Background: an optimization exercise with open tools, aiming at small area, a short achievable clock period and few clock cycles per item. Do not read the settings as production practice. At most, simulation tests tie the RTL to the original design; equivalence was not proved. Power and IR drop assume default switching activity.

Design execution_unit_top, start of the top module:
module execution_unit_top (
    input        clk,
    input        rst,
    input        start,
    input  [3:0] opcode,
    input  [7:0] A,
    input  [7:0] B,
    output     [15:0] result,
    output reg        busy,
    output reg        done
);
For scale: roughly 720 cells after synthesis, about 35 flip-flops, roughly 41 I/O pins, about 4300 µm² of cells after synthesis.
clock: 6.0 ns
lec_check: 0
abc_area: 1
cap_margin: 20
core_margin: 2
core_utilization: 40
setup_slack_margin: 3.4
slew_margin: 20
standard.sh (not shown) runs the stock make flow with config.mk's settings and CLKGATE_MAP_FILE= SYNTH_SCRIPT=/design/flow/synth_recipe.tcl, a recipe that flattens the netlist after the stock synthesis.
==> flow/flow/run.sh <==
#!/bin/bash
# Layout flow: the standard ORFS flow (standard.sh), with two changes:
#  - no full/half-adder cell extraction in synthesis (ADDER_MAP_FILE empty),
#    so abc maps the adders together with the rest of the logic;
#  - the port buffers that global placement inserts are buf_2 cells.
# Each tool's output is in orfs/logs/ and the make output in flow_make.log.
set -euo pipefail
bash standard.sh finish ADDER_MAP_FILE= \
    "BUFFER_PORTS_ARGS=-buffer_cell sky130_fd_sc_hd__buf_2" \
    > flow_make.log 2>&1
The starting point completed with no timing, DRC or antenna violations.
Testbench counts at the start, summed over its fixed seeds: cycles 3,869, ops 2,400.
Next try:
==> flow/flow/run.sh (replaced) <==
#!/bin/bash
# Layout flow: the standard ORFS flow (standard.sh), with three changes
# to synthesis and placement:
#  - abc maps with flow/abc.script (ORFS's area script without its buffer /
#    upsize / dnsize steps: sizing is left to OpenROAD's repair, which sees
#    the placed wires);
#  - no full/half-adder cell extraction (ADDER_MAP_FILE empty), so abc maps
#    the adders together with the rest of the logic;
#  - the port buffers that global placement inserts are buf_2 cells.
# The synthesis script is synth_recipe.tcl unchanged except that it sources a
# copy of ORFS's synth.tcl with the abc script swapped.
# Each tool's output is in orfs/logs/ and the make output in flow_make.log.
set -euo pipefail
W=$(pwd)
sed "s#^source \$::env(SCRIPTS_DIR)/synth_preamble.tcl\$#&\nset abc_args [lreplace \$abc_args 1 1 $W/flow/abc.script]#" \
    "$FLOW_HOME/scripts/synth.tcl" > "$W/synth_own.tcl"
grep -q "flow/abc.script" "$W/synth_own.tcl"
sed "s#^source \$::env(SCRIPTS_DIR)/synth.tcl\$#source $W/synth_own.tcl#" \
    synth_recipe.tcl > "$W/synth_top.tcl"
grep -q "synth_own.tcl" "$W/synth_top.tcl"
bash standard.sh finish "SYNTH_SCRIPT=$W/synth_top.tcl" ADDER_MAP_FILE= \
    "BUFFER_PORTS_ARGS=-buffer_cell sky130_fd_sc_hd__buf_2" \
    > flow_make.log 2>&1
==> flow/flow/abc.script (new file) <==
strash
dch
map -a
topo
SETUP_SLACK_MARGIN = 3.0   (was 3.4)
=> Wire length shrinks by 8.6%; power grows by 3.8%; clock skew is about the same; clock power is about the same; critical path depth grows by 9; core utilization grows by 4.2 points; area after synthesis shrinks by 15%; design area shrinks by 9.2%.


== v53 ==
Another version of the RTL of execution_unit_top (not shown whole).
Size in the first run: about 41 I/O pins, roughly 3700 um^2 of cells after synthesis.
export LEC_CHECK = 0
export ABC_AREA = 1
export CAP_MARGIN = 20
export CORE_MARGIN = 2
export CORE_UTILIZATION = 40
export SETUP_SLACK_MARGIN = 2.5
export SLEW_MARGIN = 20
create_clock -name core_clock -period 6.0 [get_ports {clk}]
==> flow/flow/run.sh <==
#!/bin/bash
# Layout flow: the standard ORFS flow (standard.sh), with two changes:
#  - no full/half-adder cell extraction in synthesis (ADDER_MAP_FILE empty),
#    so abc maps the adders together with the rest of the logic;
#  - the port buffers that global placement inserts are buf_2 cells.
# Each tool's output is in orfs/logs/ and the make output in flow_make.log.
set -euo pipefail
bash standard.sh finish ADDER_MAP_FILE= \
    "BUFFER_PORTS_ARGS=-buffer_cell sky130_fd_sc_hd__buf_2" \
    > flow_make.log 2>&1
Inputs modified between v53 and v50:
- TNS_END_PERCENT newly set to 5
==> flow/run.sh (new file) <==
#!/bin/bash
# synth_recipe.tcl (not shown) runs the flow's synth.tcl, then flattens the netlist and writes it again
# the make line also repeats each setting of config.mk as NAME=value (left out here)
make -C /OpenROAD-flow-scripts/flow DESIGN_CONFIG=/design/flow/config.mk WORK_HOME=/design/flow/orfs CLKGATE_MAP_FILE= SYNTH_SCRIPT=/design/flow/synth_recipe.tcl finish
removed: flow/flow/run.sh
removed: flow/standard.sh
==> comparison <==
Measured against each other, v50 and v53 differ in number of instances in the synthesized netlist, the lower figure coming from v50. v50 vs v53, critical-path cell with the highest stage delay: sky130_fd_sc_hd__clkdlybuf4s50_1 vs sky130_fd_sc_hd__dfxtp_4. v50 consumes more power than v53 does. Of v50 and v53, the lower proportion of power drawn by combinational gates belongs to v53. Going from v53 to v50, the share of cell area taken by multi-input logic gates was found to have gone down by 1.9 points.
Setup changes, v50 to v3
- swapping 2.5 for 3.2 in SETUP_SLACK_MARGIN
- clearing TNS_END_PERCENT, which used to be 5
--- outcome ---
Summary of v3 over v50: internal power component shows an increase of 0.18 mW; via count shows an increase of 10%; total number of multi-input combinational cells rose by about 0.44%.
Per the comparison of v3 with v50, final hold slack decreased 0.0090 ns, share of power burned in the clock network moved down, number of clock buffers in the layout went up.
Relative to v3, the following input files were edited for v46:
- changing SETUP_SLACK_MARGIN from 3.2 to 2.5
--- outcome ---
- Diff v3 -> v46: upper clock frequency limit decreased 7.9%; critical-path maximum fanout decreased 2.
- Standby leakage power delta for v46 relative to v3: 0.36 nW lower
- Compared with v3, in v46 highest ir drop seen on vdd down about 30%, total cell area at the placement stage decreased 30 um^2, via-per-instance ratio went down, routed length on met3 decreased by 42% relative to the old numbers.
- Where worst setup slack after layout is concerned, v3 is better than v46.
- Relative to v3, clock group total power decreased by about 2% in v46.
- The total power of v46 is lower than that of v3.
- Clock network power share (lower): v3
Function was not checked in any run of this note: the RTL went through the layout flow alone.


## north
execution_unit_top, a different RTL version from the one above (not shown whole).
For scale: roughly 680 cells after synthesis, roughly 38 flip-flops, ~4100 um^2 of cells after synthesis.
// execution_unit_top
module execution_unit_top (
    input        clk,
    input        rst,
    input        start,
    input  [3:0] opcode,
    input  [7:0] A,
    input  [7:0] B,
    output     [15:0] result,
    output reg        busy,
    output reg        done
);
clock: 6.0 ns
lec_check: 0
abc_area: 1
cap_margin: 20
core_margin: 2
core_utilization: 40
setup_slack_margin: 3.0
slew_margin: 20
==> flow/flow/run.sh <==
#!/bin/bash
# Layout flow: the standard ORFS flow (standard.sh), with two changes:
#  - no full/half-adder cell extraction in synthesis (ADDER_MAP_FILE empty),
#    so abc maps the adders together with the rest of the logic;
#  - the port buffers that global placement inserts are buf_2 cells.
# Each tool's output is in orfs/logs/ and the make output in flow_make.log.
set -euo pipefail
bash standard.sh finish ADDER_MAP_FILE= \
    "BUFFER_PORTS_ARGS=-buffer_cell sky130_fd_sc_hd__buf_2" \
    > flow_make.log 2>&1
## Diff of input files: south against north
Settings: SETUP_SLACK_MARGIN changed from 3.0 to 3.2.
Notes after the runs:
| global routing met1 resource utilization | higher: north |. Delta(final cell count, south - north) > 0. In south, worst reg-to-reg path cell count is higher than in north. Cell area: south and north compared, higher one is south. On average vias per placed instance, south and north are basically level. Final critical-path required period: south vs north down 91 ps. north → south: fraction of standard cell area that is sequential moved down; first-pass GRT wire length moved down; non-clock buffer contribution to total cell area moved up.
No run of this note included a check of the RTL's function; only the layout flow was run.


## the previous run
The RTL this note starts from:
==> flow/design.v <==
module execution_unit_top (
    input        clk,
    input        rst,
    input        start,
    input  [3:0] opcode,
    input  [7:0] A,
    input  [7:0] B,
    output reg [15:0] result,
    output reg        busy,
    output reg        done
);
    reg  [7:0] X;        
    reg        aux;      
    reg        isdiv;    
    reg  [1:0] cnt;      
    function [7:0] cneg(input [7:0] x, input s);
        integer i;
        reg     nz;
        begin
            nz = 1'b0;
            for (i = 0; i < 8; i = i + 1) begin
                cneg[i] = x[i] ^ (s & nz);
                nz      = nz | x[i];
            end
        end
    endfunction
    function [15:0] booth_step(input [7:0] acc, input [7:0] q, input qm,
                               input [7:0] m);
        reg        one, two, neg;
        reg [9:0]  pp;
        reg [10:0] sum;
        begin
            one = q[0] ^ qm;
            two = (q[1] & ~q[0] & ~qm) | (~q[1] & q[0] & qm);
            neg = q[1] & ~(q[0] & qm);
            pp  = two ? {m[7], m, 1'b0} : one ? {{2{m[7]}}, m} : 10'd0;
            pp  = pp ^ {10{neg}};
            sum = {{2{acc[7]}}, acc, 1'b1} + {pp, neg};
            booth_step = {sum[10:1], q[7:2]};
        end
    endfunction
    function [15:0] div_step(input [7:0] r, input [7:0] q, input [7:0] d);
        reg [7:0] sh;
        reg [8:0] t;
        begin
            sh = {r[6:0], q[7]};
            t  = {1'b0, sh} - {1'b0, d};
            div_step = {t[8] ? sh : t[7:0], q[6:0], ~t[8]};
        end
    endfunction
    reg [7:0] alu;
    wire [8:0] addsub = {A, 1'b1} + {B ^ {8{opcode[0]}}, opcode[0]};
    always @(*) begin
        case (opcode[2:0])
            3'd0, 3'd1: alu = addsub[8:1];
            3'd2:       alu = A & B;
            3'd3:       alu = A | B;
            3'd4:       alu = A ^ B;
            3'd5:       alu = ~A;
            default:    alu = 8'd0;
        endcase
    end
    wire [15:0] mul0 = booth_step(8'd0, B, 1'b0, A);
    wire [7:0] ma  = cneg(A, A[7]);
    wire [7:0] mb  = cneg(B, B[7]);
    wire       big = |mb[7:2];
    wire       q7  = ~big & ~mb[1] & (ma[7] | ~mb[0]);
    wire       r7  = ma[7] & ~(q7 & mb[0]);
    wire [1:0] sh6 = {r7, ma[6]};
    wire       q6  = ~big & (sh6 >= mb[1:0]);
    wire [1:0] r6  = q6 ? sh6 - mb[1:0] : sh6;
    wire [15:0] div0 = {6'd0, r6, ma[5:0], q7, q6};
    wire [15:0] muln = booth_step(result[15:8], result[7:0], aux, X);
    wire [15:0] diva = div_step(result[15:8], result[7:0], X);
    wire [15:0] divn = div_step(diva[15:8], diva[7:0], X);
    wire [7:0]  quo  = cneg(divn[7:0], aux);
    wire        last = cnt[1];
    always @(posedge clk) begin
        if (busy) begin
            cnt <= cnt + 2'd1;
            if (!isdiv) begin
                result <= muln;
                aux    <= result[1];
            end else if (last) begin
                result <= {8'h00, quo};
            end else begin
                result <= divn;
            end
        end else begin
            cnt   <= 2'd0;
            isdiv <= opcode[0];
            if (!opcode[3]) begin
                result <= {8'h00, alu};
            end else if (!opcode[0]) begin
                result <= mul0;
                X      <= A;
                aux    <= B[1];
            end else begin
                result <= div0;
                X      <= mb;
                aux    <= A[7] ^ B[7];
            end
        end
    end
    always @(posedge clk) begin
        if (rst) begin
            busy <= 1'b0;
            done <= 1'b0;
        end else if (busy) begin
            busy <= ~last;
            done <= last;
        end else begin
            busy <= start & opcode[3];
            done <= start & ~opcode[3];
        end
    end
endmodule
Settings: LEC_CHECK=0, ABC_AREA=1, CAP_MARGIN=20, CORE_MARGIN=2, CORE_UTILIZATION=40, SETUP_SLACK_MARGIN=2.5, SLEW_MARGIN=20; clock period 6.0 ns.
run.sh (not shown) runs the stock make flow with config.mk's settings and CLKGATE_MAP_FILE= SYNTH_SCRIPT=/design/flow/synth_recipe.tcl, a recipe that flattens the netlist after the stock synthesis.
Stock flow here: none of the scripts above is used.
The previous run reached the final stage; the timing, DRC and antenna checks on its layout passed.
Here is what was changed in the inputs of the current run compared with the previous run.
# the previous run
export LEC_CHECK = 0
export ABC_AREA = 1
export CAP_MARGIN = 20
export CORE_MARGIN = 2
export CORE_UTILIZATION = 40
export SETUP_SLACK_MARGIN = 2.5
export SLEW_MARGIN = 20
create_clock -name core_clock -period 6.0 [get_ports {clk}]
# the current run
export LEC_CHECK = 0
export ABC_AREA = 1
export CAP_MARGIN = 20
export CORE_MARGIN = 2
export CORE_UTILIZATION = 65
export SETUP_SLACK_MARGIN = 2.5
export SLEW_MARGIN = 20
create_clock -name core_clock -period 6.0 [get_ports {clk}]
--- outcome ---
Run comparison: the previous run launch point of the critical path X[0]; the current run launch point of the critical path X[2]. The previous run → the current run: buffer and inverter count on the worst path picked up an extra 1, final cell count decreased 45, sequential share of cell area grew by 0.20 points.
No run of this note included a check of the RTL's function; only the layout flow was run.

==> port drivers added, routing unchanged <==
In the flow no input, the clock included, has a driving cell. The finished layouts below were timed again as built, in two steps.
Step 1 assumes that a clkbuf_16 drives the clock port and a buf_2 every other input.
Step 2 moves the port delays by t, midway between the first and last clock arrival at a register: inputs arrive t later, outputs are due t later. That takes back most of the time a late clock gives input paths.
Three values: no drivers, after step 1, after step 2; two values: the first two.
run | shift t [ns] | setup WS [ns] | hold WS [ns] | worst setup path after step 2
the first run of note 1 | 0.328 | 2.956 / 2.948 / 2.620 | 0.469 / 0.469 / 0.469 | input to register
the second run of note 1 | 0.324 | 2.535 / 2.535 / 2.412 | 0.478 / 0.478 / 0.478 | input to register
v53 | 0.319 | 2.666 / 2.633 / 2.533 | 0.472 / 0.472 / 0.472 | input to register
v50 | 0.317 | 2.553 / 2.519 / 2.281 | 0.477 / 0.477 / 0.477 | input to register
v3 | 0.315 | 2.888 / 2.860 / 2.864 | 0.468 / 0.468 / 0.468 | input to register
v46 | 0.315 | 2.620 / 2.587 / 2.374 | 0.477 / 0.477 / 0.477 | input to register
north | 0.321 | 3.162 / 3.170 / 2.849 | 0.485 / 0.485 / 0.485 | input to register
south | 0.325 | 3.254 / 3.241 / 2.916 | 0.487 / 0.487 / 0.487 | input to register
the previous run | 0.306 | 2.563 / 2.563 / 2.359 | 0.431 / 0.431 / 0.431 | input to register
the current run | 0.327 | 2.424 / 2.424 / 2.287 | 0.441 / 0.441 / 0.441 | input to register
After both steps every run listed still meets setup and hold. The setup slack of south, which loses most, moves by -0.013 ns with the drivers and by -0.338 ns with both steps.
